Context: an optimization exercise on an open-source flow, tuned for small area and a short achievable clock period. The choices shown serve that exercise and are no tape-out recipe.
In this exercise RTL edits were held to simulation tests only and were not proved equivalent to the original.
Power and IR drop assume default switching activity.

== job 3716 ==
// CPU
module CPU(
    clk,
    rst_n,
    in_valid,
    instruction,
    out_valid,
    instruction_fail,
    out_0,
    out_1,
    out_2,
    out_3,
    out_4,
    out_5
);
Size: ~2000 cells after synthesis, ~130 I/O pins, ~18000 sq um of cells after synthesis.
clock: 4.5 ns
lec_check: 0
cap_margin: 20
core_margin: 2
core_utilization: 55
setup_slack_margin: 2.0
slew_margin: 20
standard.sh (not shown) runs the stock make flow with config.mk's settings and CLKGATE_MAP_FILE= SYNTH_SCRIPT=/design/flow/synth_recipe.tcl, a recipe that flattens the netlist after the stock synthesis.
==> flow/flow/run.sh <==
#!/bin/bash
# The standard layout, with plain buf_2 cells as the port buffers (the default
# port buffer here is the slower and larger clkdlybuf4s50_1).
set -euo pipefail
bash standard.sh BUFFER_PORTS_ARGS="-buffer_cell sky130_fd_sc_hd__buf_2" finish > run_standard.log 2>&1
Changes in job 7310 relative to job 3716:
- CORE_UTILIZATION: 55 -> 45
Findings:
Taking job 3716 as the reference point, the utilization after layout of job 7310 falls by 12 points.
Job 7310: full flow OK, the timing, design-rule and antenna checks passed
Job 7310 ended with less met2 layer usage reported by global route than job 3716.
Compared with job 3716, job 7310 shows a lower share of cell area taken by flip-flops and latches.
Diff job 3716 -> job 7310 | final setup skew | increase of 0.022 ns
Compared with job 3716, average detailed-routed wire length per instance in job 7310 decreased by a few percent.
NOTE: final critical-path setup slack in job 7310 exceeds that of job 3716
Looking at power dissipated by switching net loads across job 3716 and job 7310, the one that comes out higher is job 7310.
Compared job 3716 against job 7310; number of nets in the layout within noise.
Against job 3716, job 7310 reports a minimum period implied by the final worst setup slack that is lower.
Wire length delta (job 7310 − job 3716): favourable
The inputs of job 6227 differ from those of job 7310 as listed below.
- PLACE_DENSITY newly set to 0.7
### Flow results
Job 6227 vs. job 7310: number of buffers inserted during clock tree synthesis now sits lower, global-route usage went down by 1.7 points, final cell count saw a decrease, global-route wire length before repair moved down. There was hardly any difference in count of placed standard cells including taps between job 7310 and job 6227.
Modified inputs, job 9537 compared to job 6227
- swapping 2.0 for 1.7 in SETUP_SLACK_MARGIN
- clearing PLACE_DENSITY, which used to be 0.7
Findings:
Job 9537 ends up with a setup slack that is 0.23 ns lower than in job 6227. Compared with job 6227, in job 9537 routed wire length shows no meaningful change, flip-flop and latch area decreased about 1%, final design instance area without fill dropped 1100 sq um.


Setup of JK:
Starting RTL as in the previous note.
==> flow/design.v (excerpt) <==
module CPU(
    clk,
    rst_n,
    in_valid,
    instruction,
    out_valid,
    instruction_fail,
    out_0,
    out_1,
    out_2,
    out_3,
    out_4,
    out_5
);
input clk;
input rst_n;
input in_valid;
input [31:0] instruction;
output logic out_valid, instruction_fail;
output logic [15:0] out_0, out_1, out_2, out_3, out_4, out_5;
function automatic [5:0] regsel(input [4:0] c);
    regsel[0] =  c[0] & ~c[1];
    regsel[1] = ~c[0] &  c[1];
    regsel[2] = ~c[4];
    regsel[3] =  c[2] & ~c[3];
    regsel[4] =  c[2] &  c[3];
    regsel[5] =  c[4] & ~c[0] & ~c[1] & ~c[2];
endfunction
wire [5:0] opc = instruction[31:26];
wire [5:0] fn  = instruction[5:0];
wire is_r    = (opc == 6'b000000);
wire is_addi = (opc == 6'b001000);
wire f_add   = is_r & (fn == 6'b100000);
wire f_mult  = is_r & (fn == 6'b011000);
wire f_sll   = is_r & (fn == 6'b000000);
wire f_sra   = is_r & (fn == 6'b000010);
wire f_relu  = is_r & (fn == 6'b110001);
wire f_lrelu = is_r & (fn == 6'b110010);
wire supported = is_addi | f_add | f_mult | f_sll | f_sra | f_relu | f_lrelu;
wire [5:0] sa = regsel(instruction[25:21]);
wire [5:0] sb = regsel(instruction[20:16]);
wire [15:0] rs_v = ({16{sa[0]}} & out_0) | ({16{sa[1]}} & out_1) | ({16{sa[2]}} & out_2) |
                   ({16{sa[3]}} & out_3) | ({16{sa[4]}} & out_4) | ({16{sa[5]}} & out_5);
wire [15:0] rt_v = ({16{sb[0]}} & out_0) | ({16{sb[1]}} & out_1) | ({16{sb[2]}} & out_2) |
                   ({16{sb[3]}} & out_3) | ({16{sb[4]}} & out_4) | ({16{sb[5]}} & out_5);
  ...
==> flow/config.mk <==
export PLATFORM = sky130hd
export DESIGN_NAME = CPU
export DESIGN_NICKNAME = CPU
export VERILOG_FILES = /design/flow/design.v
export SDC_FILE = /design/flow/constraint.sdc
export NUM_CORES = 4
export LEC_CHECK = 0
export CAP_MARGIN = 0
export CORE_MARGIN = 2
export CORE_UTILIZATION = 45
export SETUP_SLACK_MARGIN = 2.0
export SLEW_MARGIN = 0
==> flow/constraint.sdc <==
create_clock -name core_clock -period 4.5 [get_ports {clk}]
set_input_delay 0.9000 -clock core_clock [delete_from_list [all_inputs] [get_ports {clk}]]
set_output_delay 0.9000 -clock core_clock [all_outputs]
set_load 0.01 [all_outputs]
Scripts as last shown in full above: flow/flow/run.sh
JK | stages: all done | timing, DRC, antenna: all pass
### JK -> MS
Settings: swapping 0 for 20 in SLEW_MARGIN; swapping 2.0 for 2.2 in SETUP_SLACK_MARGIN; swapping 0 for 20 in CAP_MARGIN.
### Flow results
Looking at critical path depth, MS sits 2 above JK.
[MS] met3 usage rose 0.32 points relative to JK
Re power share of the combinational group: MS is 4.1 points up on JK.
#### Input delta (AL over MS)
Settings: SETUP_SLACK_MARGIN: 2.2 -> 2.0; PLACE_DENSITY: unset -> 0.8.
==> comparison <==
| global-route usage | AL vs MS | 3.1 points lower |. Diff MS..AL | die area | negligible. Note that the design area recorded for AL amounts to 0.896 times the value seen in MS.

==> separate check: timing with driven ports <==
In the flow no input, the clock included, has a driving cell. The finished layouts below were timed again as built, in two steps. Step 1, drivers: a clkbuf_16 drives clk and a buf_2 each remaining input, both assumed. Step 2 also shifts input and output timing later by t, the mid clock arrival at the registers, as if the neighbouring blocks saw the same clock. Slacks: ideal ports / drivers / drivers and shift; pairs: ideal ports / drivers.
| run | shift t [ns] | setup WS [ns] | latest minus earliest clock arrival (ns) | worst register clock-pin slew, ns | worst data-port slew with drivers (ns) |
|---|---|---|---|---|---|
| job 3716 | 0.633 | 1.938 / 1.938 / 1.678 | 0.018 / 0.017 | 0.07 / 0.07 | 0.03 |
| job 7310 | 0.598 | 1.988 / 1.988 / 1.688 | 0.040 / 0.040 | 0.07 / 0.07 | 0.07 |
| job 6227 | 0.628 | 1.944 / 1.944 / 1.691 | 0.068 / 0.068 | 0.07 / 0.07 | 0.07 |
| job 9537 | 0.635 | 1.715 / 1.715 / 1.715 | 0.059 / 0.059 | 0.07 / 0.07 | 0.07 |
| JK | 0.600 | 1.990 / 1.990 / 1.683 | 0.040 / 0.040 | 0.07 / 0.07 | 0.07 |
| MS | 0.640 | 1.973 / 1.973 / 1.713 | 0.040 / 0.040 | 0.07 / 0.07 | 0.07 |
| AL | 0.618 | 1.929 / 1.929 / 1.715 | 0.028 / 0.028 | 0.07 / 0.07 | 0.06 |
After both steps setup and hold are still met in every run listed. The setup slack of JK, which loses most, moves by 0.000 ns with the drivers and by -0.307 ns with both steps.
